Background: an optimization exercise with open tools, aiming at small area and few clock cycles per item. Do not read the settings as production practice.
Function was checked by simulation only, so behaviour that the tests miss may differ from the original.

==> flow/design.v <==
module sorting_network #(
  parameter int NUMBER_WIDTH   = 16,
  parameter int NUMBERS_AMOUNT = 16
)(
  input                                                 clk_i,
  input                                                 rst_i,
  input  [NUMBERS_AMOUNT * NUMBER_WIDTH - 1 : 0]       data_i,
  input                                                 data_valid_i,
  output                                                ready_o,
  output [NUMBERS_AMOUNT * NUMBER_WIDTH - 1 : 0]       data_o,
  output                                                data_valid_o,
  input                                                 ready_i
);
logic [3:0] valid_d;
logic       adv;
assign adv          = ready_i | ~valid_d[3];
assign ready_o      = adv;
assign data_valid_o = valid_d[3];
always_ff @( posedge clk_i, posedge rst_i )
  if( rst_i )
    valid_d <= '0;
  else if( adv )
    valid_d <= { valid_d[2:0], data_valid_i };
wire s1_0_13, s1_0_13n;
sn_gt u_gt1_0_13 ( .x( data_i[0 +: 16] ), .y( data_i[208 +: 16] ), .gt( s1_0_13 ), .gtn( s1_0_13n ) );
wire [15:0] l1_0;
sn_seli u_sel1_0 ( .s( s1_0_13 ), .sn( s1_0_13n ), .a( data_i[0 +: 16] ), .b( data_i[208 +: 16] ), .y( l1_0 ) );
wire [15:0] l1_13;
sn_seli u_sel1_13 ( .s( s1_0_13 ), .sn( s1_0_13n ), .a( data_i[208 +: 16] ), .b( data_i[0 +: 16] ), .y( l1_13 ) );
wire s1_1_12, s1_1_12n;
sn_gt u_gt1_1_12 ( .x( data_i[16 +: 16] ), .y( data_i[192 +: 16] ), .gt( s1_1_12 ), .gtn( s1_1_12n ) );
wire [15:0] l1_1;
sn_seli u_sel1_1 ( .s( s1_1_12 ), .sn( s1_1_12n ), .a( data_i[16 +: 16] ), .b( data_i[192 +: 16] ), .y( l1_1 ) );
wire [15:0] l1_12;
sn_seli u_sel1_12 ( .s( s1_1_12 ), .sn( s1_1_12n ), .a( data_i[192 +: 16] ), .b( data_i[16 +: 16] ), .y( l1_12 ) );
wire s1_2_15, s1_2_15n;
sn_gt u_gt1_2_15 ( .x( data_i[32 +: 16] ), .y( data_i[240 +: 16] ), .gt( s1_2_15 ), .gtn( s1_2_15n ) );
wire [15:0] l1_2;
sn_seli u_sel1_2 ( .s( s1_2_15 ), .sn( s1_2_15n ), .a( data_i[32 +: 16] ), .b( data_i[240 +: 16] ), .y( l1_2 ) );
wire [15:0] l1_15;
sn_seli u_sel1_15 ( .s( s1_2_15 ), .sn( s1_2_15n ), .a( data_i[240 +: 16] ), .b( data_i[32 +: 16] ), .y( l1_15 ) );
wire s1_3_14, s1_3_14n;
sn_gt u_gt1_3_14 ( .x( data_i[48 +: 16] ), .y( data_i[224 +: 16] ), .gt( s1_3_14 ), .gtn( s1_3_14n ) );
wire [15:0] l1_3;
sn_seli u_sel1_3 ( .s( s1_3_14 ), .sn( s1_3_14n ), .a( data_i[48 +: 16] ), .b( data_i[224 +: 16] ), .y( l1_3 ) );
wire [15:0] l1_14;
sn_seli u_sel1_14 ( .s( s1_3_14 ), .sn( s1_3_14n ), .a( data_i[224 +: 16] ), .b( data_i[48 +: 16] ), .y( l1_14 ) );
wire s1_4_8, s1_4_8n;
sn_gt u_gt1_4_8 ( .x( data_i[64 +: 16] ), .y( data_i[128 +: 16] ), .gt( s1_4_8 ), .gtn( s1_4_8n ) );
wire [15:0] l1_4;
sn_seli u_sel1_4 ( .s( s1_4_8 ), .sn( s1_4_8n ), .a( data_i[64 +: 16] ), .b( data_i[128 +: 16] ), .y( l1_4 ) );
wire [15:0] l1_8;
sn_seli u_sel1_8 ( .s( s1_4_8 ), .sn( s1_4_8n ), .a( data_i[128 +: 16] ), .b( data_i[64 +: 16] ), .y( l1_8 ) );
wire s1_5_6, s1_5_6n;
sn_gt u_gt1_5_6 ( .x( data_i[80 +: 16] ), .y( data_i[96 +: 16] ), .gt( s1_5_6 ), .gtn( s1_5_6n ) );
wire [15:0] l1_5;
sn_seli u_sel1_5 ( .s( s1_5_6 ), .sn( s1_5_6n ), .a( data_i[80 +: 16] ), .b( data_i[96 +: 16] ), .y( l1_5 ) );
wire [15:0] l1_6;
sn_seli u_sel1_6 ( .s( s1_5_6 ), .sn( s1_5_6n ), .a( data_i[96 +: 16] ), .b( data_i[80 +: 16] ), .y( l1_6 ) );
wire s1_7_11, s1_7_11n;
sn_gt u_gt1_7_11 ( .x( data_i[112 +: 16] ), .y( data_i[176 +: 16] ), .gt( s1_7_11 ), .gtn( s1_7_11n ) );
wire [15:0] l1_7;
sn_seli u_sel1_7 ( .s( s1_7_11 ), .sn( s1_7_11n ), .a( data_i[112 +: 16] ), .b( data_i[176 +: 16] ), .y( l1_7 ) );
wire [15:0] l1_11;
sn_seli u_sel1_11 ( .s( s1_7_11 ), .sn( s1_7_11n ), .a( data_i[176 +: 16] ), .b( data_i[112 +: 16] ), .y( l1_11 ) );
wire s1_9_10, s1_9_10n;
sn_gt u_gt1_9_10 ( .x( data_i[144 +: 16] ), .y( data_i[160 +: 16] ), .gt( s1_9_10 ), .gtn( s1_9_10n ) );
wire [15:0] l1_9;
sn_seli u_sel1_9 ( .s( s1_9_10 ), .sn( s1_9_10n ), .a( data_i[144 +: 16] ), .b( data_i[160 +: 16] ), .y( l1_9 ) );
wire [15:0] l1_10;
sn_seli u_sel1_10 ( .s( s1_9_10 ), .sn( s1_9_10n ), .a( data_i[160 +: 16] ), .b( data_i[144 +: 16] ), .y( l1_10 ) );
wire s2_0_5, s2_0_5n;
sn_gt u_gt2_0_5 ( .x( l1_5 ), .y( l1_0 ), .gt( s2_0_5 ), .gtn( s2_0_5n ) );
wire [15:0] l2_0;
sn_seli u_sel2_0 ( .s( s2_0_5 ), .sn( s2_0_5n ), .a( l1_0 ), .b( l1_5 ), .y( l2_0 ) );
wire [15:0] l2_5;
sn_seli u_sel2_5 ( .s( s2_0_5 ), .sn( s2_0_5n ), .a( l1_5 ), .b( l1_0 ), .y( l2_5 ) );
wire s2_1_7, s2_1_7n;
sn_gt u_gt2_1_7 ( .x( l1_7 ), .y( l1_1 ), .gt( s2_1_7 ), .gtn( s2_1_7n ) );
wire [15:0] l2_1;
sn_seli u_sel2_1 ( .s( s2_1_7 ), .sn( s2_1_7n ), .a( l1_1 ), .b( l1_7 ), .y( l2_1 ) );
wire [15:0] l2_7;
sn_seli u_sel2_7 ( .s( s2_1_7 ), .sn( s2_1_7n ), .a( l1_7 ), .b( l1_1 ), .y( l2_7 ) );
wire s2_2_9, s2_2_9n;
sn_gt u_gt2_2_9 ( .x( l1_9 ), .y( l1_2 ), .gt( s2_2_9 ), .gtn( s2_2_9n ) );
wire [15:0] l2_2;
sn_seli u_sel2_2 ( .s( s2_2_9 ), .sn( s2_2_9n ), .a( l1_2 ), .b( l1_9 ), .y( l2_2 ) );
wire [15:0] l2_9;
sn_seli u_sel2_9 ( .s( s2_2_9 ), .sn( s2_2_9n ), .a( l1_9 ), .b( l1_2 ), .y( l2_9 ) );
wire s2_3_4, s2_3_4n;
sn_gt u_gt2_3_4 ( .x( l1_4 ), .y( l1_3 ), .gt( s2_3_4 ), .gtn( s2_3_4n ) );
wire [15:0] l2_3;
sn_seli u_sel2_3 ( .s( s2_3_4 ), .sn( s2_3_4n ), .a( l1_3 ), .b( l1_4 ), .y( l2_3 ) );
wire [15:0] l2_4;
sn_seli u_sel2_4 ( .s( s2_3_4 ), .sn( s2_3_4n ), .a( l1_4 ), .b( l1_3 ), .y( l2_4 ) );
wire s2_6_13, s2_6_13n;
sn_gt u_gt2_6_13 ( .x( l1_13 ), .y( l1_6 ), .gt( s2_6_13 ), .gtn( s2_6_13n ) );
wire [15:0] l2_6;
sn_seli u_sel2_6 ( .s( s2_6_13 ), .sn( s2_6_13n ), .a( l1_6 ), .b( l1_13 ), .y( l2_6 ) );
wire [15:0] l2_13;
sn_seli u_sel2_13 ( .s( s2_6_13 ), .sn( s2_6_13n ), .a( l1_13 ), .b( l1_6 ), .y( l2_13 ) );
wire s2_8_14, s2_8_14n;
sn_gt u_gt2_8_14 ( .x( l1_14 ), .y( l1_8 ), .gt( s2_8_14 ), .gtn( s2_8_14n ) );
wire [15:0] l2_8;
sn_seli u_sel2_8 ( .s( s2_8_14 ), .sn( s2_8_14n ), .a( l1_8 ), .b( l1_14 ), .y( l2_8 ) );
wire [15:0] l2_14;
sn_seli u_sel2_14 ( .s( s2_8_14 ), .sn( s2_8_14n ), .a( l1_14 ), .b( l1_8 ), .y( l2_14 ) );
wire s2_10_15, s2_10_15n;
sn_gt u_gt2_10_15 ( .x( l1_15 ), .y( l1_10 ), .gt( s2_10_15 ), .gtn( s2_10_15n ) );
wire [15:0] l2_10;
sn_seli u_sel2_10 ( .s( s2_10_15 ), .sn( s2_10_15n ), .a( l1_10 ), .b( l1_15 ), .y( l2_10 ) );
wire [15:0] l2_15;
sn_seli u_sel2_15 ( .s( s2_10_15 ), .sn( s2_10_15n ), .a( l1_15 ), .b( l1_10 ), .y( l2_15 ) );
wire s2_11_12, s2_11_12n;
sn_gt u_gt2_11_12 ( .x( l1_12 ), .y( l1_11 ), .gt( s2_11_12 ), .gtn( s2_11_12n ) );
wire [15:0] l2_11;
sn_seli u_sel2_11 ( .s( s2_11_12 ), .sn( s2_11_12n ), .a( l1_11 ), .b( l1_12 ), .y( l2_11 ) );
wire [15:0] l2_12;
sn_seli u_sel2_12 ( .s( s2_11_12 ), .sn( s2_11_12n ), .a( l1_12 ), .b( l1_11 ), .y( l2_12 ) );
logic [15:0][15:0] r0_q;
always_ff @( posedge clk_i )
  if( adv )
    r0_q <= { l2_15, l2_14, l2_13, l2_12, l2_11, l2_10, l2_9, l2_8, l2_7, l2_6, l2_5, l2_4, l2_3, l2_2, l2_1, l2_0 };
wire s3_0_1, s3_0_1n;
sn_gt u_gt3_0_1 ( .x( r0_q[0] ), .y( r0_q[1] ), .gt( s3_0_1 ), .gtn( s3_0_1n ) );
wire [15:0] l3_0;
sn_seli u_sel3_0 ( .s( s3_0_1 ), .sn( s3_0_1n ), .a( r0_q[0] ), .b( r0_q[1] ), .y( l3_0 ) );
wire [15:0] l3_1;
sn_seli u_sel3_1 ( .s( s3_0_1 ), .sn( s3_0_1n ), .a( r0_q[1] ), .b( r0_q[0] ), .y( l3_1 ) );
wire s3_2_3, s3_2_3n;
sn_gt u_gt3_2_3 ( .x( r0_q[2] ), .y( r0_q[3] ), .gt( s3_2_3 ), .gtn( s3_2_3n ) );
wire [15:0] l3_2;
sn_seli u_sel3_2 ( .s( s3_2_3 ), .sn( s3_2_3n ), .a( r0_q[2] ), .b( r0_q[3] ), .y( l3_2 ) );
wire [15:0] l3_3;
sn_seli u_sel3_3 ( .s( s3_2_3 ), .sn( s3_2_3n ), .a( r0_q[3] ), .b( r0_q[2] ), .y( l3_3 ) );
wire s3_4_5, s3_4_5n;
sn_gt u_gt3_4_5 ( .x( r0_q[4] ), .y( r0_q[5] ), .gt( s3_4_5 ), .gtn( s3_4_5n ) );
wire [15:0] l3_4;
sn_seli u_sel3_4 ( .s( s3_4_5 ), .sn( s3_4_5n ), .a( r0_q[4] ), .b( r0_q[5] ), .y( l3_4 ) );
wire [15:0] l3_5;
sn_seli u_sel3_5 ( .s( s3_4_5 ), .sn( s3_4_5n ), .a( r0_q[5] ), .b( r0_q[4] ), .y( l3_5 ) );
wire s3_6_8, s3_6_8n;
sn_gt u_gt3_6_8 ( .x( r0_q[6] ), .y( r0_q[8] ), .gt( s3_6_8 ), .gtn( s3_6_8n ) );
wire [15:0] l3_6;
sn_seli u_sel3_6 ( .s( s3_6_8 ), .sn( s3_6_8n ), .a( r0_q[6] ), .b( r0_q[8] ), .y( l3_6 ) );
wire [15:0] l3_8;
sn_seli u_sel3_8 ( .s( s3_6_8 ), .sn( s3_6_8n ), .a( r0_q[8] ), .b( r0_q[6] ), .y( l3_8 ) );
wire s3_7_9, s3_7_9n;
sn_gt u_gt3_7_9 ( .x( r0_q[7] ), .y( r0_q[9] ), .gt( s3_7_9 ), .gtn( s3_7_9n ) );
wire [15:0] l3_7;
sn_seli u_sel3_7 ( .s( s3_7_9 ), .sn( s3_7_9n ), .a( r0_q[7] ), .b( r0_q[9] ), .y( l3_7 ) );
wire [15:0] l3_9;
sn_seli u_sel3_9 ( .s( s3_7_9 ), .sn( s3_7_9n ), .a( r0_q[9] ), .b( r0_q[7] ), .y( l3_9 ) );
wire s3_10_11, s3_10_11n;
sn_gt u_gt3_10_11 ( .x( r0_q[10] ), .y( r0_q[11] ), .gt( s3_10_11 ), .gtn( s3_10_11n ) );
wire [15:0] l3_10;
sn_seli u_sel3_10 ( .s( s3_10_11 ), .sn( s3_10_11n ), .a( r0_q[10] ), .b( r0_q[11] ), .y( l3_10 ) );
wire [15:0] l3_11;
sn_seli u_sel3_11 ( .s( s3_10_11 ), .sn( s3_10_11n ), .a( r0_q[11] ), .b( r0_q[10] ), .y( l3_11 ) );
wire s3_12_13, s3_12_13n;
sn_gt u_gt3_12_13 ( .x( r0_q[12] ), .y( r0_q[13] ), .gt( s3_12_13 ), .gtn( s3_12_13n ) );
wire [15:0] l3_12;
sn_seli u_sel3_12 ( .s( s3_12_13 ), .sn( s3_12_13n ), .a( r0_q[12] ), .b( r0_q[13] ), .y( l3_12 ) );
wire [15:0] l3_13;
sn_seli u_sel3_13 ( .s( s3_12_13 ), .sn( s3_12_13n ), .a( r0_q[13] ), .b( r0_q[12] ), .y( l3_13 ) );
wire s3_14_15, s3_14_15n;
sn_gt u_gt3_14_15 ( .x( r0_q[14] ), .y( r0_q[15] ), .gt( s3_14_15 ), .gtn( s3_14_15n ) );
wire [15:0] l3_14;
sn_seli u_sel3_14 ( .s( s3_14_15 ), .sn( s3_14_15n ), .a( r0_q[14] ), .b( r0_q[15] ), .y( l3_14 ) );
wire [15:0] l3_15;
sn_seli u_sel3_15 ( .s( s3_14_15 ), .sn( s3_14_15n ), .a( r0_q[15] ), .b( r0_q[14] ), .y( l3_15 ) );
wire s4_0_2, s4_0_2n;
sn_gt u_gt4_0_2 ( .x( l3_2 ), .y( l3_0 ), .gt( s4_0_2 ), .gtn( s4_0_2n ) );
wire [15:0] l4_0;
sn_seli u_sel4_0 ( .s( s4_0_2 ), .sn( s4_0_2n ), .a( l3_0 ), .b( l3_2 ), .y( l4_0 ) );
wire [15:0] l4_2;
sn_seli u_sel4_2 ( .s( s4_0_2 ), .sn( s4_0_2n ), .a( l3_2 ), .b( l3_0 ), .y( l4_2 ) );
wire s4_1_3, s4_1_3n;
sn_gt u_gt4_1_3 ( .x( l3_3 ), .y( l3_1 ), .gt( s4_1_3 ), .gtn( s4_1_3n ) );
wire [15:0] l4_1;
sn_seli u_sel4_1 ( .s( s4_1_3 ), .sn( s4_1_3n ), .a( l3_1 ), .b( l3_3 ), .y( l4_1 ) );
wire [15:0] l4_3;
sn_seli u_sel4_3 ( .s( s4_1_3 ), .sn( s4_1_3n ), .a( l3_3 ), .b( l3_1 ), .y( l4_3 ) );
wire s4_4_10, s4_4_10n;
sn_gt u_gt4_4_10 ( .x( l3_10 ), .y( l3_4 ), .gt( s4_4_10 ), .gtn( s4_4_10n ) );
wire [15:0] l4_4;
sn_seli u_sel4_4 ( .s( s4_4_10 ), .sn( s4_4_10n ), .a( l3_4 ), .b( l3_10 ), .y( l4_4 ) );
wire [15:0] l4_10;
sn_seli u_sel4_10 ( .s( s4_4_10 ), .sn( s4_4_10n ), .a( l3_10 ), .b( l3_4 ), .y( l4_10 ) );
wire s4_5_11, s4_5_11n;
sn_gt u_gt4_5_11 ( .x( l3_11 ), .y( l3_5 ), .gt( s4_5_11 ), .gtn( s4_5_11n ) );
wire [15:0] l4_5;
sn_seli u_sel4_5 ( .s( s4_5_11 ), .sn( s4_5_11n ), .a( l3_5 ), .b( l3_11 ), .y( l4_5 ) );
wire [15:0] l4_11;
sn_seli u_sel4_11 ( .s( s4_5_11 ), .sn( s4_5_11n ), .a( l3_11 ), .b( l3_5 ), .y( l4_11 ) );
wire s4_6_7, s4_6_7n;
sn_gt u_gt4_6_7 ( .x( l3_7 ), .y( l3_6 ), .gt( s4_6_7 ), .gtn( s4_6_7n ) );
wire [15:0] l4_6;
sn_seli u_sel4_6 ( .s( s4_6_7 ), .sn( s4_6_7n ), .a( l3_6 ), .b( l3_7 ), .y( l4_6 ) );
wire [15:0] l4_7;
sn_seli u_sel4_7 ( .s( s4_6_7 ), .sn( s4_6_7n ), .a( l3_7 ), .b( l3_6 ), .y( l4_7 ) );
wire s4_8_9, s4_8_9n;
sn_gt u_gt4_8_9 ( .x( l3_9 ), .y( l3_8 ), .gt( s4_8_9 ), .gtn( s4_8_9n ) );
wire [15:0] l4_8;
sn_seli u_sel4_8 ( .s( s4_8_9 ), .sn( s4_8_9n ), .a( l3_8 ), .b( l3_9 ), .y( l4_8 ) );
wire [15:0] l4_9;
sn_seli u_sel4_9 ( .s( s4_8_9 ), .sn( s4_8_9n ), .a( l3_9 ), .b( l3_8 ), .y( l4_9 ) );
wire s4_12_14, s4_12_14n;
sn_gt u_gt4_12_14 ( .x( l3_14 ), .y( l3_12 ), .gt( s4_12_14 ), .gtn( s4_12_14n ) );
wire [15:0] l4_12;
sn_seli u_sel4_12 ( .s( s4_12_14 ), .sn( s4_12_14n ), .a( l3_12 ), .b( l3_14 ), .y( l4_12 ) );
wire [15:0] l4_14;
sn_seli u_sel4_14 ( .s( s4_12_14 ), .sn( s4_12_14n ), .a( l3_14 ), .b( l3_12 ), .y( l4_14 ) );
wire s4_13_15, s4_13_15n;
sn_gt u_gt4_13_15 ( .x( l3_15 ), .y( l3_13 ), .gt( s4_13_15 ), .gtn( s4_13_15n ) );
wire [15:0] l4_13;
sn_seli u_sel4_13 ( .s( s4_13_15 ), .sn( s4_13_15n ), .a( l3_13 ), .b( l3_15 ), .y( l4_13 ) );
wire [15:0] l4_15;
sn_seli u_sel4_15 ( .s( s4_13_15 ), .sn( s4_13_15n ), .a( l3_15 ), .b( l3_13 ), .y( l4_15 ) );
logic [15:0][15:0] r1_q;
always_ff @( posedge clk_i )
  if( adv )
    r1_q <= { l4_15, l4_14, l4_13, l4_12, l4_11, l4_10, l4_9, l4_8, l4_7, l4_6, l4_5, l4_4, l4_3, l4_2, l4_1, l4_0 };
wire s5_1_2, s5_1_2n;
sn_gt u_gt5_1_2 ( .x( r1_q[1] ), .y( r1_q[2] ), .gt( s5_1_2 ), .gtn( s5_1_2n ) );
wire [15:0] l5_1;
sn_seli u_sel5_1 ( .s( s5_1_2 ), .sn( s5_1_2n ), .a( r1_q[1] ), .b( r1_q[2] ), .y( l5_1 ) );
wire [15:0] l5_2;
sn_seli u_sel5_2 ( .s( s5_1_2 ), .sn( s5_1_2n ), .a( r1_q[2] ), .b( r1_q[1] ), .y( l5_2 ) );
wire s5_3_12, s5_3_12n;
sn_gt u_gt5_3_12 ( .x( r1_q[3] ), .y( r1_q[12] ), .gt( s5_3_12 ), .gtn( s5_3_12n ) );
wire [15:0] l5_3;
sn_seli u_sel5_3 ( .s( s5_3_12 ), .sn( s5_3_12n ), .a( r1_q[3] ), .b( r1_q[12] ), .y( l5_3 ) );
wire [15:0] l5_12;
sn_seli u_sel5_12 ( .s( s5_3_12 ), .sn( s5_3_12n ), .a( r1_q[12] ), .b( r1_q[3] ), .y( l5_12 ) );
wire s5_4_6, s5_4_6n;
sn_gt u_gt5_4_6 ( .x( r1_q[4] ), .y( r1_q[6] ), .gt( s5_4_6 ), .gtn( s5_4_6n ) );
wire [15:0] l5_4;
sn_seli u_sel5_4 ( .s( s5_4_6 ), .sn( s5_4_6n ), .a( r1_q[4] ), .b( r1_q[6] ), .y( l5_4 ) );
wire [15:0] l5_6;
sn_seli u_sel5_6 ( .s( s5_4_6 ), .sn( s5_4_6n ), .a( r1_q[6] ), .b( r1_q[4] ), .y( l5_6 ) );
wire s5_5_7, s5_5_7n;
sn_gt u_gt5_5_7 ( .x( r1_q[5] ), .y( r1_q[7] ), .gt( s5_5_7 ), .gtn( s5_5_7n ) );
wire [15:0] l5_5;
sn_seli u_sel5_5 ( .s( s5_5_7 ), .sn( s5_5_7n ), .a( r1_q[5] ), .b( r1_q[7] ), .y( l5_5 ) );
wire [15:0] l5_7;
sn_seli u_sel5_7 ( .s( s5_5_7 ), .sn( s5_5_7n ), .a( r1_q[7] ), .b( r1_q[5] ), .y( l5_7 ) );
wire s5_8_10, s5_8_10n;
sn_gt u_gt5_8_10 ( .x( r1_q[8] ), .y( r1_q[10] ), .gt( s5_8_10 ), .gtn( s5_8_10n ) );
wire [15:0] l5_8;
sn_seli u_sel5_8 ( .s( s5_8_10 ), .sn( s5_8_10n ), .a( r1_q[8] ), .b( r1_q[10] ), .y( l5_8 ) );
wire [15:0] l5_10;
sn_seli u_sel5_10 ( .s( s5_8_10 ), .sn( s5_8_10n ), .a( r1_q[10] ), .b( r1_q[8] ), .y( l5_10 ) );
wire s5_9_11, s5_9_11n;
sn_gt u_gt5_9_11 ( .x( r1_q[9] ), .y( r1_q[11] ), .gt( s5_9_11 ), .gtn( s5_9_11n ) );
wire [15:0] l5_9;
sn_seli u_sel5_9 ( .s( s5_9_11 ), .sn( s5_9_11n ), .a( r1_q[9] ), .b( r1_q[11] ), .y( l5_9 ) );
wire [15:0] l5_11;
sn_seli u_sel5_11 ( .s( s5_9_11 ), .sn( s5_9_11n ), .a( r1_q[11] ), .b( r1_q[9] ), .y( l5_11 ) );
wire s5_13_14, s5_13_14n;
sn_gt u_gt5_13_14 ( .x( r1_q[13] ), .y( r1_q[14] ), .gt( s5_13_14 ), .gtn( s5_13_14n ) );
wire [15:0] l5_13;
sn_seli u_sel5_13 ( .s( s5_13_14 ), .sn( s5_13_14n ), .a( r1_q[13] ), .b( r1_q[14] ), .y( l5_13 ) );
wire [15:0] l5_14;
sn_seli u_sel5_14 ( .s( s5_13_14 ), .sn( s5_13_14n ), .a( r1_q[14] ), .b( r1_q[13] ), .y( l5_14 ) );
wire s6_1_4, s6_1_4n;
sn_gt u_gt6_1_4 ( .x( l5_4 ), .y( l5_1 ), .gt( s6_1_4 ), .gtn( s6_1_4n ) );
wire [15:0] l6_1;
sn_seli u_sel6_1 ( .s( s6_1_4 ), .sn( s6_1_4n ), .a( l5_1 ), .b( l5_4 ), .y( l6_1 ) );
wire [15:0] l6_4;
sn_seli u_sel6_4 ( .s( s6_1_4 ), .sn( s6_1_4n ), .a( l5_4 ), .b( l5_1 ), .y( l6_4 ) );
wire s6_2_6, s6_2_6n;
sn_gt u_gt6_2_6 ( .x( l5_6 ), .y( l5_2 ), .gt( s6_2_6 ), .gtn( s6_2_6n ) );
wire [15:0] l6_2;
sn_seli u_sel6_2 ( .s( s6_2_6 ), .sn( s6_2_6n ), .a( l5_2 ), .b( l5_6 ), .y( l6_2 ) );
wire [15:0] l6_6;
sn_sel u_sel6_6 ( .s( s6_2_6 ), .sn( s6_2_6n ), .a( l5_6 ), .b( l5_2 ), .y( l6_6 ) );
wire s6_5_8, s6_5_8n;
sn_gt u_gt6_5_8 ( .x( l5_8 ), .y( l5_5 ), .gt( s6_5_8 ), .gtn( s6_5_8n ) );
wire [15:0] l6_5;
sn_seli u_sel6_5 ( .s( s6_5_8 ), .sn( s6_5_8n ), .a( l5_5 ), .b( l5_8 ), .y( l6_5 ) );
wire [15:0] l6_8;
sn_seli u_sel6_8 ( .s( s6_5_8 ), .sn( s6_5_8n ), .a( l5_8 ), .b( l5_5 ), .y( l6_8 ) );
wire s6_7_10, s6_7_10n;
sn_gt u_gt6_7_10 ( .x( l5_10 ), .y( l5_7 ), .gt( s6_7_10 ), .gtn( s6_7_10n ) );
wire [15:0] l6_7;
sn_seli u_sel6_7 ( .s( s6_7_10 ), .sn( s6_7_10n ), .a( l5_7 ), .b( l5_10 ), .y( l6_7 ) );
wire [15:0] l6_10;
sn_seli u_sel6_10 ( .s( s6_7_10 ), .sn( s6_7_10n ), .a( l5_10 ), .b( l5_7 ), .y( l6_10 ) );
wire s6_9_13, s6_9_13n;
sn_gt u_gt6_9_13 ( .x( l5_13 ), .y( l5_9 ), .gt( s6_9_13 ), .gtn( s6_9_13n ) );
wire [15:0] l6_9;
sn_sel u_sel6_9 ( .s( s6_9_13 ), .sn( s6_9_13n ), .a( l5_9 ), .b( l5_13 ), .y( l6_9 ) );
wire [15:0] l6_13;
sn_seli u_sel6_13 ( .s( s6_9_13 ), .sn( s6_9_13n ), .a( l5_13 ), .b( l5_9 ), .y( l6_13 ) );
wire s6_11_14, s6_11_14n;
sn_gt u_gt6_11_14 ( .x( l5_14 ), .y( l5_11 ), .gt( s6_11_14 ), .gtn( s6_11_14n ) );
wire [15:0] l6_11;
sn_seli u_sel6_11 ( .s( s6_11_14 ), .sn( s6_11_14n ), .a( l5_11 ), .b( l5_14 ), .y( l6_11 ) );
wire [15:0] l6_14;
sn_seli u_sel6_14 ( .s( s6_11_14 ), .sn( s6_11_14n ), .a( l5_14 ), .b( l5_11 ), .y( l6_14 ) );
wire s7_2_4, s7_2_4n;
sn_gt u_gt7_2_4 ( .x( l6_2 ), .y( l6_4 ), .gt( s7_2_4 ), .gtn( s7_2_4n ) );
wire [15:0] l7_2;
sn_sel u_sel7_2 ( .s( s7_2_4 ), .sn( s7_2_4n ), .a( l6_2 ), .b( l6_4 ), .y( l7_2 ) );
wire [15:0] l7_4;
sn_seli u_sel7_4 ( .s( s7_2_4 ), .sn( s7_2_4n ), .a( l6_4 ), .b( l6_2 ), .y( l7_4 ) );
wire s7_3_6, s7_3_6n;
sn_gt u_gt7_3_6 ( .x( l6_6 ), .y( l5_3 ), .gt( s7_3_6 ), .gtn( s7_3_6n ) );
wire [15:0] l7_3;
sn_seli u_sel7_3 ( .s( s7_3_6 ), .sn( s7_3_6n ), .a( l5_3 ), .b( l6_6 ), .y( l7_3 ) );
wire [15:0] l7_6;
sn_seli u_sel7_6 ( .s( s7_3_6 ), .sn( s7_3_6n ), .a( l6_6 ), .b( l5_3 ), .y( l7_6 ) );
wire s7_9_12, s7_9_12n;
sn_gt u_gt7_9_12 ( .x( l5_12 ), .y( l6_9 ), .gt( s7_9_12 ), .gtn( s7_9_12n ) );
wire [15:0] l7_9;
sn_seli u_sel7_9 ( .s( s7_9_12 ), .sn( s7_9_12n ), .a( l6_9 ), .b( l5_12 ), .y( l7_9 ) );
wire [15:0] l7_12;
sn_seli u_sel7_12 ( .s( s7_9_12 ), .sn( s7_9_12n ), .a( l5_12 ), .b( l6_9 ), .y( l7_12 ) );
wire s7_11_13, s7_11_13n;
sn_gt u_gt7_11_13 ( .x( l6_11 ), .y( l6_13 ), .gt( s7_11_13 ), .gtn( s7_11_13n ) );
wire [15:0] l7_11;
sn_seli u_sel7_11 ( .s( s7_11_13 ), .sn( s7_11_13n ), .a( l6_11 ), .b( l6_13 ), .y( l7_11 ) );
wire [15:0] l7_13;
sn_sel u_sel7_13 ( .s( s7_11_13 ), .sn( s7_11_13n ), .a( l6_13 ), .b( l6_11 ), .y( l7_13 ) );
logic [15:0][15:0] r2_q;
always_ff @( posedge clk_i )
  if( adv )
    r2_q <= { r1_q[15], l6_14, l7_13, l7_12, l7_11, l6_10, l7_9, l6_8, l6_7, l7_6, l6_5, l7_4, l7_3, l7_2, l6_1, r1_q[0] };
wire s8_3_5, s8_3_5n;
sn_gt u_gt8_3_5 ( .x( r2_q[3] ), .y( r2_q[5] ), .gt( s8_3_5 ), .gtn( s8_3_5n ) );
wire [15:0] l8_3;
sn_seli u_sel8_3 ( .s( s8_3_5 ), .sn( s8_3_5n ), .a( r2_q[3] ), .b( r2_q[5] ), .y( l8_3 ) );
wire [15:0] l8_5;
sn_seli u_sel8_5 ( .s( s8_3_5 ), .sn( s8_3_5n ), .a( r2_q[5] ), .b( r2_q[3] ), .y( l8_5 ) );
wire s8_6_8, s8_6_8n;
sn_gt u_gt8_6_8 ( .x( r2_q[6] ), .y( r2_q[8] ), .gt( s8_6_8 ), .gtn( s8_6_8n ) );
wire [15:0] l8_6;
sn_seli u_sel8_6 ( .s( s8_6_8 ), .sn( s8_6_8n ), .a( r2_q[6] ), .b( r2_q[8] ), .y( l8_6 ) );
wire [15:0] l8_8;
sn_seli u_sel8_8 ( .s( s8_6_8 ), .sn( s8_6_8n ), .a( r2_q[8] ), .b( r2_q[6] ), .y( l8_8 ) );
wire s8_7_9, s8_7_9n;
sn_gt u_gt8_7_9 ( .x( r2_q[7] ), .y( r2_q[9] ), .gt( s8_7_9 ), .gtn( s8_7_9n ) );
wire [15:0] l8_7;
sn_seli u_sel8_7 ( .s( s8_7_9 ), .sn( s8_7_9n ), .a( r2_q[7] ), .b( r2_q[9] ), .y( l8_7 ) );
wire [15:0] l8_9;
sn_seli u_sel8_9 ( .s( s8_7_9 ), .sn( s8_7_9n ), .a( r2_q[9] ), .b( r2_q[7] ), .y( l8_9 ) );
wire s8_10_12, s8_10_12n;
sn_gt u_gt8_10_12 ( .x( r2_q[10] ), .y( r2_q[12] ), .gt( s8_10_12 ), .gtn( s8_10_12n ) );
wire [15:0] l8_10;
sn_seli u_sel8_10 ( .s( s8_10_12 ), .sn( s8_10_12n ), .a( r2_q[10] ), .b( r2_q[12] ), .y( l8_10 ) );
wire [15:0] l8_12;
sn_seli u_sel8_12 ( .s( s8_10_12 ), .sn( s8_10_12n ), .a( r2_q[12] ), .b( r2_q[10] ), .y( l8_12 ) );
wire s9_3_4, s9_3_4n;
sn_gt u_gt9_3_4 ( .x( r2_q[4] ), .y( l8_3 ), .gt( s9_3_4 ), .gtn( s9_3_4n ) );
wire [15:0] l9_3;
sn_seli u_sel9_3 ( .s( s9_3_4 ), .sn( s9_3_4n ), .a( l8_3 ), .b( r2_q[4] ), .y( l9_3 ) );
wire [15:0] l9_4;
sn_seli u_sel9_4 ( .s( s9_3_4 ), .sn( s9_3_4n ), .a( r2_q[4] ), .b( l8_3 ), .y( l9_4 ) );
wire s9_5_6, s9_5_6n;
sn_gt u_gt9_5_6 ( .x( l8_6 ), .y( l8_5 ), .gt( s9_5_6 ), .gtn( s9_5_6n ) );
wire [15:0] l9_5;
sn_seli u_sel9_5 ( .s( s9_5_6 ), .sn( s9_5_6n ), .a( l8_5 ), .b( l8_6 ), .y( l9_5 ) );
wire [15:0] l9_6;
sn_seli u_sel9_6 ( .s( s9_5_6 ), .sn( s9_5_6n ), .a( l8_6 ), .b( l8_5 ), .y( l9_6 ) );
wire s9_7_8, s9_7_8n;
sn_gt u_gt9_7_8 ( .x( l8_8 ), .y( l8_7 ), .gt( s9_7_8 ), .gtn( s9_7_8n ) );
wire [15:0] l9_7;
sn_seli u_sel9_7 ( .s( s9_7_8 ), .sn( s9_7_8n ), .a( l8_7 ), .b( l8_8 ), .y( l9_7 ) );
wire [15:0] l9_8;
sn_seli u_sel9_8 ( .s( s9_7_8 ), .sn( s9_7_8n ), .a( l8_8 ), .b( l8_7 ), .y( l9_8 ) );
wire s9_9_10, s9_9_10n;
sn_gt u_gt9_9_10 ( .x( l8_10 ), .y( l8_9 ), .gt( s9_9_10 ), .gtn( s9_9_10n ) );
wire [15:0] l9_9;
sn_seli u_sel9_9 ( .s( s9_9_10 ), .sn( s9_9_10n ), .a( l8_9 ), .b( l8_10 ), .y( l9_9 ) );
wire [15:0] l9_10;
sn_seli u_sel9_10 ( .s( s9_9_10 ), .sn( s9_9_10n ), .a( l8_10 ), .b( l8_9 ), .y( l9_10 ) );
wire s9_11_12, s9_11_12n;
sn_gt u_gt9_11_12 ( .x( l8_12 ), .y( r2_q[11] ), .gt( s9_11_12 ), .gtn( s9_11_12n ) );
wire [15:0] l9_11;
sn_seli u_sel9_11 ( .s( s9_11_12 ), .sn( s9_11_12n ), .a( r2_q[11] ), .b( l8_12 ), .y( l9_11 ) );
wire [15:0] l9_12;
sn_seli u_sel9_12 ( .s( s9_11_12 ), .sn( s9_11_12n ), .a( l8_12 ), .b( r2_q[11] ), .y( l9_12 ) );
logic [15:0][15:0] r3_q;
always_ff @( posedge clk_i )
  if( adv )
    r3_q <= { r2_q[15], r2_q[14], r2_q[13], l9_12, l9_11, l9_10, l9_9, l9_8, l9_7, l9_6, l9_5, l9_4, l9_3, r2_q[2], r2_q[1], r2_q[0] };
wire s10_6_7, s10_6_7n;
sn_gt u_gt10_6_7 ( .x( r3_q[6] ), .y( r3_q[7] ), .gt( s10_6_7 ), .gtn( s10_6_7n ) );
wire [15:0] l10_6;
sn_sel u_sel10_6 ( .s( s10_6_7 ), .sn( s10_6_7n ), .a( r3_q[6] ), .b( r3_q[7] ), .y( l10_6 ) );
wire [15:0] l10_7;
sn_sel u_sel10_7 ( .s( s10_6_7 ), .sn( s10_6_7n ), .a( r3_q[7] ), .b( r3_q[6] ), .y( l10_7 ) );
wire s10_8_9, s10_8_9n;
sn_gt u_gt10_8_9 ( .x( r3_q[8] ), .y( r3_q[9] ), .gt( s10_8_9 ), .gtn( s10_8_9n ) );
wire [15:0] l10_8;
sn_sel u_sel10_8 ( .s( s10_8_9 ), .sn( s10_8_9n ), .a( r3_q[8] ), .b( r3_q[9] ), .y( l10_8 ) );
wire [15:0] l10_9;
sn_sel u_sel10_9 ( .s( s10_8_9 ), .sn( s10_8_9n ), .a( r3_q[9] ), .b( r3_q[8] ), .y( l10_9 ) );
assign data_o = { r3_q[15], r3_q[14], r3_q[13], r3_q[12], r3_q[11], r3_q[10], l10_9, l10_8, l10_7, l10_6, r3_q[5], r3_q[4], r3_q[3], r3_q[2], r3_q[1], r3_q[0] };
endmodule
module sn_gt (
  input  [15:0] x,
  input  [15:0] y,
  output        gt,
  output        gtn
);
  wire [15:0] gn0, gen0;    
  wire [7:0]  g1, ge1;      
  wire [3:0]  gn2, gen2;    
  wire [1:0]  g3, ge3;      
  genvar i;
  generate
    for( i = 0; i < 16; i++ ) begin : t0
      sn_nand2b u_g  ( .a( x[i] ), .b( y[i] ), .y( gn0[i] ) );
      if( i > 0 ) begin : ge
        sn_nor2b u_ge ( .a( x[i] ), .b( y[i] ), .y( gen0[i] ) );
      end
    end
    for( i = 0; i < 8; i++ ) begin : t1
      sn_o21ai u_g ( .a1( gen0[2*i+1] ), .a2( gn0[2*i] ), .b1( gn0[2*i+1] ), .y( g1[i] ) );
      if( i > 0 ) begin : ge
        sn_o21ai u_ge ( .a1( gen0[2*i+1] ), .a2( gen0[2*i] ), .b1( gn0[2*i+1] ), .y( ge1[i] ) );
      end
    end
    for( i = 0; i < 4; i++ ) begin : t2
      sn_a21oi u_g ( .a1( ge1[2*i+1] ), .a2( g1[2*i] ), .b1( g1[2*i+1] ), .y( gn2[i] ) );
      if( i > 0 ) begin : ge
        sn_a21oi u_ge ( .a1( ge1[2*i+1] ), .a2( ge1[2*i] ), .b1( g1[2*i+1] ), .y( gen2[i] ) );
      end
    end
    for( i = 0; i < 2; i++ ) begin : t3
      sn_o21ai u_g ( .a1( gen2[2*i+1] ), .a2( gn2[2*i] ), .b1( gn2[2*i+1] ), .y( g3[i] ) );
      if( i > 0 ) begin : ge
        sn_o21ai u_ge ( .a1( gen2[2*i+1] ), .a2( gen2[2*i] ), .b1( gn2[2*i+1] ), .y( ge3[i] ) );
      end
    end
  endgenerate
  wire r, t;
  sn_a21oi u_root ( .a1( ge3[1] ), .a2( g3[0] ), .b1( g3[1] ), .y( r ) );
  sn_inv   u_sdrv  ( .a( r ), .y( gt ) );
  sn_inv_b u_ndrv1 ( .a( r ), .y( t ) );
  sn_inv_c u_ndrv2 ( .a( t ), .y( gtn ) );
endmodule
module sn_nand2b ( input a, input b, output y );
  assign y = ~( a & ~b );
endmodule
module sn_nor2b ( input a, input b, output y );
  assign y = ~( a | ~b );
endmodule
module sn_o21ai ( input a1, input a2, input b1, output y );
  assign y = ~( ( a1 | a2 ) & b1 );
endmodule
module sn_a21oi ( input a1, input a2, input b1, output y );
  assign y = ~( ( a1 & a2 ) | b1 );
endmodule
module sn_inv ( input a, output y );
  assign y = ~a;
endmodule
module sn_inv_b ( input a, output y );
  assign y = ~a;
endmodule
module sn_inv_c ( input a, output y );
  assign y = ~a;
endmodule
module sn_seli (
  input         s,
  input         sn,
  input  [15:0] a,
  input  [15:0] b,
  output [15:0] y
);
  genvar i;
  generate
    for( i = 0; i < 16; i++ ) begin : m
      sn_o22ai u ( .a1( s ), .a2( a[i] ), .b1( sn ), .b2( b[i] ), .y( y[i] ) );
    end
  endgenerate
endmodule
module sn_sel (
  input         s,
  input         sn,
  input  [15:0] a,
  input  [15:0] b,
  output [15:0] y
);
  genvar i;
  generate
    for( i = 0; i < 16; i++ ) begin : m
      sn_o22a u ( .a1( s ), .a2( a[i] ), .b1( sn ), .b2( b[i] ), .y( y[i] ) );
    end
  endgenerate
endmodule
module sn_o22ai ( input a1, input a2, input b1, input b2, output y );
  assign y = ~( ( a1 | a2 ) & ( b1 | b2 ) );
endmodule
module sn_o22a ( input a1, input a2, input b1, input b2, output y );
  assign y = ( a1 | a2 ) & ( b1 | b2 );
endmodule
==> flow/flow/run.sh <==
#!/bin/bash
set -euo pipefail
R=orfs/results/$FLOW_PLATFORM/sorting_network/base
bash standard.sh synth > flow_synth.log 2>&1
cp $R/1_2_yosys.v $R/1_2_yosys.orig.v
python3 flow/downsize.py $FLOW_HOME/platforms/$FLOW_PLATFORM/lib/sky130_fd_sc_hd__tt_025C_1v80.lib $R/1_2_yosys.v > flow_downsize.log 2>&1
bash standard.sh "BUFFER_PORTS_ARGS=-buffer_cell sky130_fd_sc_hd__buf_1" RECOVER_POWER=100 finish > flow_finish.log 2>&1
==> flow/flow/downsize.py <==
#!/usr/bin/env python3
# Rewrite a gate-level netlist so that every combinational sky130hd cell uses
# its smallest drive strength (the strongest of those of least area), except cells whose output
# net matches a rule in UP (those get the given drive strength).  Flip-flops
# keep their cell.
# usage: downsize.py LIB NETLIST
import re, sys
lib, net = sys.argv[1], sys.argv[2]
libtxt = open(lib).read()
area = {}
for m in re.finditer(r'cell\s*\(\s*"?(sky130_fd_sc_hd__\w+?)"?\s*\)\s*\{', libtxt):
    a = re.search(r'area\s*:\s*([\d.]+)', libtxt[m.end():m.end() + 20000])
    area[m.group(1)] = float(a.group(1)) if a else 0.0
cells = set(area)
def smallest(base):
    # strongest drive among the sizes of least area (inv_2 has inv_1's area)
    sizes = [(area[c], -int(c.rsplit('_', 1)[1]), c) for c in cells
             if c.rsplit('_', 1)[0] == base and c.rsplit('_', 1)[1].isdigit()]
    return min(sizes)[2].rsplit('_', 1)[1] if sizes else None
keep = re.compile(r'sky130_fd_sc_hd__(s?e?df|dl|conb|tap|fill|decap|clk|lpflow|probe|dly)')
# compare-and-swap select nets: s<layer>_<a>_<b> and s<layer>_<a>_<b>n
UP = [(re.compile(r'^s\d+_\d+_\d+n?$'), '8'),          # select drivers, 32 loads
      (re.compile(r'^u_gt\d+_\d+_\d+\.r$'), '2'),       # comparator root feeding them
      (re.compile(r'^c\d+_\d+_\d+n$'), '2'),              # root of a comparator at a register
      (re.compile(r'^e[01]_\d+_\d+_\d+$'), '8')]          # select+hold enables, 32 loads
txt = open(net).read()
count = {}
inst = re.compile(r'(sky130_fd_sc_hd__[a-z0-9]+(?:_[a-z0-9]+)*?)_(\d+)(\s+\S+\s*\()(.*?\)\s*;)', re.S)
def sub(m):
    base, drive, mid, body = m.group(1), m.group(2), m.group(3), m.group(4)
    name = base + '_' + drive
    if keep.match(name):
        return m.group(0)
    want = smallest(base) or drive
    out = re.search(r'\.(?:X|Y)\(\s*\\?([^\s)]+)\s*\)', body)
    if out:
        for rx, d in UP:
            if rx.match(out.group(1)):
                want = d
    new = base + '_' + want
    if new == name or new not in cells:
        return m.group(0)
    count[(name, new)] = count.get((name, new), 0) + 1
    return new + mid + body
txt = inst.sub(sub, txt)
open(net, 'w').write(txt)
for (a, b), v in sorted(count.items()):
    print('%5d %s -> %s' % (v, a, b))
==> flow/standard.sh <==
#!/bin/bash
# synth_recipe.tcl (not shown) runs the flow's synth.tcl, then flattens the netlist and writes it again
# the make line also repeats each setting of config.mk as NAME=value (left out here)
make -C /OpenROAD-flow-scripts/flow DESIGN_CONFIG=/design/flow/config.mk WORK_HOME=/design/flow/orfs CLKGATE_MAP_FILE= SYNTH_SCRIPT=/design/flow/synth_recipe.tcl "${@:-finish}"
==> flow/config.mk <==
export PLATFORM = sky130hd
export DESIGN_NAME = sorting_network
export DESIGN_NICKNAME = sorting_network
export VERILOG_FILES = /design/flow/design.v
export SDC_FILE = /design/flow/constraint.sdc
export NUM_CORES = 4
export LEC_CHECK = 0
export CAP_MARGIN = 20
export CORE_MARGIN = 2
export CORE_UTILIZATION = 44
export CTS_BUF_LIST = sky130_fd_sc_hd__clkbuf_4 sky130_fd_sc_hd__clkbuf_8
export PLACE_DENSITY = 0.58
export SETUP_SLACK_MARGIN = 0.05
export SLEW_MARGIN = 20
export SYNTH_HIERARCHICAL = 1
==> flow/constraint.sdc <==
create_clock -name core_clock -period 5.0 [get_ports {clk_i}]
set_input_delay 1.0000 -clock core_clock [delete_from_list [all_inputs] [get_ports {clk_i}]]
set_output_delay 1.0000 -clock core_clock [all_outputs]
set_load 0.01 [all_outputs]
==> results of run 1 <==
==> how the worst max path moves through the flow <==
stage / startpoint / end / slack (ns) / cells after the start
floorplan: ready_i / valid_d[0] / -4.10 / 2
global placement: r1_q[147] / r2_q[179] / 0.08 / 22
detailed placement: r1_q[147] / r2_q[188] / 0.05 / 22
CTS: r1_q[147] / r2_q[190] / 0.06 / 22
global route: r1_q[159] / r2_q[149] / -0.01 / 24
finish: r1_q[179] / r2_q[209] / 0.27 / 24
==> placed cells by master, fill, tap and decap left out, drive strengths merged, types with 3 or more instances in the layout <==
cell type,n
o22ai,1792
o21ai,1080
edfxtp,1024
nand2b,961
nor2b,900
buf,559
a21oi,480
clkbuf,242
inv,183
o22a,128
clkinv,69
bufinv,11
clkinvlp,8
dfrtp,4
mux2,3
==> state kept, by name, summed over array words and instances (netlist names) <==
signal and count:
r0_q 256, valid_d 4, r2_q 256, r1_q 256
r3_q 256
==> cell type report <==
| type | count | area, um^2 | area share (%) |
|---|---|---|---|
| inverter | 181 | 1530 | 2.08 |
| multi-input combinational | 5345 | 32700 | 44.5 |
| timing repair buffer | 577 | 2380 | 3.24 |
| clock inverter | 90 | 768 | 1.05 |
| antenna | 1 | 2.50 | 0.00341 |
| tap | 1930 | 2410 | 3.29 |
| sequential | 1028 | 30800 | 42.0 |
| clock buffer | 225 | 2800 | 3.82 |
==> timing repair <==
action                                 4_1_cts  5_1_grt
buffers inserted                             0       13
resized for setup                            0      101
setup endpoints to repair                    0      128
endpoints found under the hold margin        4        0
hold buffers                                 1        0
==> worst register-to-register path: stages (launching register included) <==
cell and delay [ns]:
edfxtp_1 0.45, nor2b_1 0.20, o21ai_1 0.07, a21oi_1 0.19, o21ai_1 0.12, a21oi_2 0.18
buf_4 0.16, inv_8 0.10, o22ai_2 0.27, nor2b_1 0.22, o21ai_1 0.10, a21oi_1 0.25
o21ai_1 0.11, a21oi_2 0.16, buf_4 0.16, inv_8 0.08, o22ai_1 0.41, nor2b_1 0.23
o21ai_1 0.07, a21oi_1 0.19, o21ai_1 0.13, a21oi_2 0.18, buf_4 0.16, inv_8 0.08
o22a_1 0.21
==> metal layers <==
layer  share of wire, %  wire length, um  track usage (%)  vias up
met2                 46           109000             47.9     2637
met5             0.0076               18                0        -
met3                7.0            16600             3.98      412
met1                 42            98700             39.8    28400
met4                4.8            11300             13.6        2
li1                   -                -                -    27900
==> stage by stage <==
| stage | instance area, um^2 | hold slack [ns] | utilization [%] |
|---|---|---|---|
| 2_1_floorplan | 65200 | 0.400 | - |
| 3_3_place_gp | 69300 | 0.402 | 47.0 |
| 3_5_place_dp | 69300 | 0.405 | 47.0 |
| 4_1_cts | 72900 | 0.213 | 49.4 |
| 5_1_grt | 73400 | 0.248 | 49.8 |
| 6_report | 73400 | 0.309 | 49.8 |
==> summary.txt, run 1 <==
============================================================================
Max stage delay cell, worst path ..............................     edfxtp_1
Clock-pin transition on the worst setup and hold timing paths .      0.06 ns
Clock sink count ..............................................         1028
Sum of routed wire length over all layers .....................    236000 um
RSZ-0062 raised after global routing ..........................         true
Iteration-0 DRC Markers .......................................         7023
Non-filler instance count after layout ........................         9377
Floorplan core area ...........................................  147000 um^2
Width of the die ..............................................       389 um
Site Rows .....................................................          141
Global-route usage over all layers ............................        29.7%
Average wire per cell in the routed design ....................      25.2 um
Number of cells traversed by the worst hold path ..............            2
Flop2flop setup slack .........................................      0.27 ns
# setup viols final ...........................................            0
Count of filler cells inserted in the layout ..................        13800
Final net count ...............................................         7567
CP cell instances ............................................. nor2b_1 -> o21ai_1 -> a21oi_1 -> o21ai_1 -> a21oi_2 -> buf_4 -> inv_8 -> o22ai_2 -> nor2b_1 -> o21ai_1 -> a21oi_1 -> o21ai_1 -> a21oi_2 -> buf_4 -> inv_8 -> o22ai_1 -> nor2b_1 -> o21ai_1 -> a21oi_1 -> o21ai_1 -> a21oi_2 -> buf_4 -> inv_8 -> o22a_1
Routed Antenna Nets ...........................................            0
Kind of start point of the critical path ......................     register
Max Buffers Root-to-Sink ......................................            3
Initial antenna violation count ...............................            7
Critical path arrival .........................................      5.40 ns
Depth of the worst register-to-register path ..................           24
Most frequent cell on the critical path .......................      o21ai_1
Setup TNS Final ...............................................         0 ns
Largest net degree at the start of global routing .............          147
TritonCTS clock tree ..........................................         done
Total iterations of the first detailed-routing run ............            9
Number of buffer and inverter stages on the critical path .....            6
Cell area after synthesis .....................................   65200 um^2
Number of levels in the clock H-tree ..........................            4
Placed Instances ..............................................         9047
Required time of the critical path ............................      5.67 ns
Tightest Hold Check Type ......................................    in -> reg
Area of the die ...............................................  151000 um^2
Hold path start ............................................... data_valid_i
Number of remaining DRC errors ................................            0
Via count of the first global-routing pass ....................        51600
Mapped Nets ...................................................         7006
Crit path max fanout ..........................................           32
Layout check faults ........................................... max-capacitance violations, max-slew violations
Post-Syn Instances ............................................         6746
Detailed-route via count ......................................        59300
Clock insertion delay at the later pin of the skew report .....      0.94 ns
Max Clock Skew ................................................    0.0367 ns
Maximum capacitance violations ................................            4
Pre-CTS setup slack ...........................................    0.0477 ns
Synthesis-to-layout area growth ...............................        12.6%
Capturing element type of the critical path ...................     register
Largest stage delay, worst path ...............................      0.45 ns
FF-to-FF End ..................................................    r2_q[209]
Starting utilization of the core area .........................        44.2%
Hold Fails Final Rpt ..........................................            0
Transition time at the pin with the least slew margin .........      1.99 ns
Die Y .........................................................       389 um
Max Fclk ......................................................    0.211 GHz
Number of buffers inserted during clock tree synthesis ........          174
Ys Warns ......................................................            7
First-pass GRT wire length ....................................    336000 um
Min-Delay Endpoint ............................................   valid_d[0]
Vias per Instance .............................................         6.33
Max-slew violation count ......................................          280
Top cell family by delay on the critical path ................. compound AO/OA/AOI/OAI gates
Total I/O pin count ...........................................          518
Final clock period utilization by the worst path ..............        94.6%
Remaining Overflow, GRT .......................................            0
Minimum clock period after layout .............................      4.73 ns
Fraction of layout cells with a size suffix above 1 ...........        8.61%
Slew Limit Headroom ...........................................       -32.9%
Clock root buffer master ......................................     clkbuf_8
Category of the critical setup timing path ....................   reg -> reg
Outcome ....................................................... failed layout checks
Synthesized area per cell .....................................    9.66 um^2
Count of input and output buffers .............................          517
Global placement routability congestion .......................         1.03
R2r startpoint ................................................    r1_q[179]
Final Worst Setup Slack .......................................     0.270 ns
HPWL after detailed placement .................................    186000 um
============================================================================
Testbench counts, summed over its fixed seeds: cycles 4,016, items 4,000.
==> run 2: changes to the inputs <==
--- a/flow/design.v
+++ b/flow/design.v
@@ -407,19 +407,20 @@
 );
-  wire [15:0] gn0, gen0;    
-  wire [7:0]  g1, ge1;      
-  wire [3:0]  gn2, gen2;    
-  wire [1:0]  g3, ge3;      
+  wire r, t;
+  sn_gtree u_t     ( .x( x ), .y( y ), .r( r ) );
+  sn_inv   u_sdrv  ( .a( r ), .y( gt ) );
+  sn_inv_b u_ndrv1 ( .a( r ), .y( t ) );
+  sn_inv_c u_ndrv2 ( .a( t ), .y( gtn ) );
+endmodule
+module sn_gtree (
+  input  [15:0] x,
+  input  [15:0] y,
+  output        r
+);
+  wire [7:0] g1, ge1;      
+  wire [3:0] gn2, gen2;    
+  wire [1:0] g3, ge3;      
   genvar i;
   generate
-    for( i = 0; i < 16; i++ ) begin : t0
-      sn_nand2b u_g  ( .a( x[i] ), .b( y[i] ), .y( gn0[i] ) );
-      if( i > 0 ) begin : ge
-        sn_nor2b u_ge ( .a( x[i] ), .b( y[i] ), .y( gen0[i] ) );
-      end
-    end
     for( i = 0; i < 8; i++ ) begin : t1
-      sn_o21ai u_g ( .a1( gen0[2*i+1] ), .a2( gn0[2*i] ), .b1( gn0[2*i+1] ), .y( g1[i] ) );
-      if( i > 0 ) begin : ge
-        sn_o21ai u_ge ( .a1( gen0[2*i+1] ), .a2( gen0[2*i] ), .b1( gn0[2*i+1] ), .y( ge1[i] ) );
-      end
+      sn_cmp2 u ( .x1( x[2*i+1] ), .x0( x[2*i] ), .y1( y[2*i+1] ), .y0( y[2*i] ), .g( g1[i] ), .ge( ge1[i] ) );
     end
@@ -438,13 +439,23 @@
   endgenerate
-  wire r, t;
   sn_a21oi u_root ( .a1( ge3[1] ), .a2( g3[0] ), .b1( g3[1] ), .y( r ) );
-  sn_inv   u_sdrv  ( .a( r ), .y( gt ) );
-  sn_inv_b u_ndrv1 ( .a( r ), .y( t ) );
-  sn_inv_c u_ndrv2 ( .a( t ), .y( gtn ) );
 endmodule
-module sn_nand2b ( input a, input b, output y );
-  assign y = ~( a & ~b );
+module sn_cmp2 ( input x1, input x0, input y1, input y0, output g, output ge );
+  wire xn0, lt1, le1;
+  sn_inv    u_i  ( .a( x0 ), .y( xn0 ) );
+  sn_lt     u_lt ( .a( x1 ), .b( y1 ), .y( lt1 ) );
+  sn_le     u_le ( .a( x1 ), .b( y1 ), .y( le1 ) );
+  sn_o31ai  u_g  ( .a1( xn0 ), .a2( y0 ), .a3( lt1 ), .b1( le1 ), .y( g ) );
+  sn_a31oi  u_ge ( .a1( xn0 ), .a2( y0 ), .a3( le1 ), .b1( lt1 ), .y( ge ) );
+endmodule
+module sn_lt ( input a, input b, output y );
+  assign y = ~a & b;
+endmodule
+module sn_le ( input a, input b, output y );
+  assign y = ~a | b;
+endmodule
+module sn_o31ai ( input a1, input a2, input a3, input b1, output y );
+  assign y = ~( ( a1 | a2 | a3 ) & b1 );
 endmodule
-module sn_nor2b ( input a, input b, output y );
-  assign y = ~( a | ~b );
+module sn_a31oi ( input a1, input a2, input a3, input b1, output y );
+  assign y = ~( ( a1 & a2 & a3 ) | b1 );
 endmodule
==> flow/flow/run.sh (replaced) <==
#!/bin/bash
set -euo pipefail
R=orfs/results/$FLOW_PLATFORM/sorting_network/base
bash standard.sh synth > flow_synth.log 2>&1
cp $R/1_2_yosys.v $R/1_2_yosys.orig.v
python3 flow/downsize.py $FLOW_HOME/platforms/$FLOW_PLATFORM/lib/sky130_fd_sc_hd__tt_025C_1v80.lib $R/1_2_yosys.v > flow_downsize.log 2>&1
bash standard.sh "BUFFER_PORTS_ARGS=-buffer_cell sky130_fd_sc_hd__buf_1" finish > flow_finish.log 2>&1
--- a/flow/config.mk
+++ b/flow/config.mk
@@ -9,6 +9,6 @@
 export CORE_MARGIN = 2
-export CORE_UTILIZATION = 44
+export CORE_UTILIZATION = 40
 export CTS_BUF_LIST = sky130_fd_sc_hd__clkbuf_4 sky130_fd_sc_hd__clkbuf_8
-export PLACE_DENSITY = 0.58
-export SETUP_SLACK_MARGIN = 0.05
+export PLACE_DENSITY = 0.55
+export SETUP_SLACK_MARGIN = 0.1
 export SLEW_MARGIN = 20
==> summary.txt, run 2 <==
============================================================================
Outcome .......................................................  no timing/DRC/antenna violations
Final standard cell area without fillers ......................   74400 um^2   +1.4%
Max Buffers Root-to-Sink ......................................            3   unchanged
Global placement routability congestion .......................        0.990   -4.2%
Width of the die ..............................................       401 um   +3.1%
Mapped Nets ...................................................         6586   -6.0%
Met3 Routed Length ............................................     18300 um   +10%
Maximum capacitance violations ................................            0   -4
Leading cell types in the layout, fill and taps excluded ...... o22ai_1 (1632), edfxtp_1 (1024), inv_2 (536)
Via count of the first global-routing pass ....................        51600   -0.016%
Routed length on met1 .........................................    102000 um   +3.7%
First-pass GRT wire length ....................................    344000 um   +2.5%
Max Clock Skew ................................................    0.0533 ns   +0.0165 ns
Initial antenna violation count ...............................           17   +10
Final hold slack ..............................................     0.324 ns   +0.0152 ns
Hold path start ............................................... data_valid_i
DR WL met2 ....................................................    114000 um   +3.9%
Required time of the critical path ............................      5.60 ns   -0.07 ns
Die Y .........................................................       401 um   +3.1%
Remaining Overflow, GRT .......................................            0   unchanged
Post-Syn Instances ............................................         6326   -6.2%
Total iterations of the first detailed-routing run ............            8   -1
Ys Warns ......................................................            7   unchanged
Clock insertion delay at the later pin of the skew report .....      0.93 ns   about the same
TritonCTS clock tree ..........................................         done
Clock sink count ..............................................         1028   unchanged
Fin util ......................................................        47.6%   -2.2 points
R2r startpoint ................................................    r1_q[111]
Number of remaining DRC errors ................................            0   unchanged
Synthesized area per cell .....................................    9.97 um^2   +3.2%
Number of levels in the clock H-tree ..........................            4   unchanged
Transition time at the pin with the least slew margin .........      1.02 ns   -0.975 ns
Max-slew violation count ......................................            0   -100%
Max Fclk ......................................................    0.206 GHz   -2.5%
Average wire per cell in the routed design ....................      26.5 um   +5.4%
Global-route usage over all layers ............................        28.8%   -0.91 points
Area of the die ...............................................  161000 um^2   +6.4%
Minimum clock period after layout .............................      4.85 ns   +0.119 ns
Iteration-0 DRC Markers .......................................         7343   +4.6%
Origin of the worst setup path ................................    r1_q[111]
Capturing element type of the critical path ...................     register
Number of buffers inserted during clock tree synthesis ........          174   unchanged
Vias per Instance .............................................         6.38   +0.77%
Site Rows .....................................................          145   +2.8%
Crit path max fanout ..........................................           16   -50%
Detailed-route via count ......................................        59200   -0.31%
Setup TNS Final ...............................................         0 ns   unchanged
Hold Fails Final Rpt ..........................................            0   unchanged
Sum of routed wire length over all layers .....................    246000 um   +4.2%
Clock root buffer master ......................................     clkbuf_8
Most common library cell in the layout ignoring fill and taps .      o22ai_1
Fraction of layout cells with a size suffix above 1 ...........        20.7%   +12 points
Category of the critical setup timing path ....................   reg -> reg
Final clock period utilization by the worst path ..............        97.0%   +2.4 points
HPWL after detailed placement .................................    195000 um   +4.6%
# setup viols final ...........................................            0   unchanged
Critical path arrival .........................................      5.45 ns   +0.05 ns
Starting utilization of the core area .........................        40.3%   -3.9 points
Tightest Hold Check Type ......................................    in -> reg
Largest net degree at the start of global routing .............          155   +5.4%
Floorplan core area ...........................................  156000 um^2   +6.0%
Final net count ...............................................         7322   -3.2%
RSZ-0062 raised after global routing ..........................         true
Count of input and output buffers .............................          517   unchanged
Clock-pin transition on the worst setup and hold timing paths .      0.06 ns   about the same
DP Area .......................................................   68100 um^2   -1.7%
Routed Antenna Nets ...........................................            0   unchanged
Synthesis-to-layout area growth ...............................        17.9%
Uppermost layer routed ........................................         met5
Total I/O pin count ...........................................          518   unchanged
Cell area after synthesis .....................................   63100 um^2   -3.2%
Slew Limit Headroom ...........................................        32.1%   +65 points
Kind of start point of the critical path ......................     register
============================================================================
-- run 2: routing by layer --
metal  GRT usage (%)  vias to the layer above
met5               0                        -
met4            12.4                        6
met3            4.13                      415
met2            46.4                     2664
met1            38.7                    28500
li1                -                    27500
-- run 2: area by class of cell --
class | instances | area, um^2
timing repair buffer | 736 | 3710
timing repair inverter | 16 | 165
sequential | 1028 | 30800
multi-input combinational | 4445 | 30000
clock inverter | 93 | 728
antenna | 14 | 35.0
tap | 2058 | 2570
inverter | 661 | 3480
fill | 14700 | 82000
clock buffer | 226 | 2810
-- run 2: worst max-delay path, cell delays in order (launching register included) --
cell	delay, ns
edfxtp_1	0.50
nand2b_1	0.24
a31oi_2	0.21
a21oi_1	0.11
o21ai_1	0.16
a21oi_2	0.07
buf_4	0.18
inv_6	0.14
clkinv_8	0.11
o22ai_4	0.23
inv_2	0.07
o31ai_1	0.31
a21oi_1	0.10
o21ai_1	0.17
a21oi_2	0.08
buf_4	0.17
inv_8	0.10
inv_6	0.09
o22a_1	0.25
nand2b_1	0.14
a31oi_1	0.12
a21oi_2	0.22
o21ai_2	0.10
a21oi_4	0.25
clkinv_4	0.21
inv_8	0.12
o22ai_1	0.07
-- run 2: path summary, 6_finish.rpt --
kind	to	slack, ns	depth (start not counted)
min in group asynchronous	valid_d[2]	0.47	3
max in group asynchronous	valid_d[0]	4.41	3
min	valid_d[0]	0.32	2
min reg2reg	r2_q[245]	0.40	0
max reg2reg	r2_q[98]	0.15	26
max	r2_q[98]	0.15	26
-- run 2: timing repair --
action,4_1_cts,5_1_grt
cloned,0,16
setup endpoints to repair,14,128
setup buffers,0,71
pin swaps,0,41
hold buffers,1,0
hold endpoints to repair,4,0
resized for setup,4,359
-- run 2: through the flow --
step | instances | setup slack (ns)
finish | 9277 | 0.151
global route | 9264 | -0.0307
CTS | 9176 | 0.110
detailed placement | 8856 | 0.0877
global placement | 8856 | 0.169
floorplan | 6326 | -4.10
Testbench counts of run 2, summed over its fixed seeds: cycles 4,016, items 4,000.

## port drivers added, routing unchanged
No port has a modelled driver above. Below, the same layouts with a new extraction and two added sets of constraints. Step 1 (the two cells are an assumption about what drives the block):
set clk [get_ports {clk_i}]
set_driving_cell -lib_cell sky130_fd_sc_hd__clkbuf_16 $clk
set_driving_cell -lib_cell sky130_fd_sc_hd__buf_2 [delete_from_list [all_inputs] $clk]
Step 2, shift: input delay + t, output delay - t, t = (earliest + latest rising clock arrival at the registers) / 2. This alone moves slack from input paths to output paths. a / b / c = ideal ports / drivers / drivers and shift; a / b = the first two.
run	t (ns)	setup WS [ns]	latest minus earliest clock arrival (ns)
run 1	1.004	0.270 / 0.270 / -0.667	0.040 / 0.040
run 2	0.993	0.151 / 0.151 / 0.151	0.053 / 0.054
For run 1, which loses most, drivers alone change the setup slack by 0.000 ns; drivers and shift together by -0.937 ns.
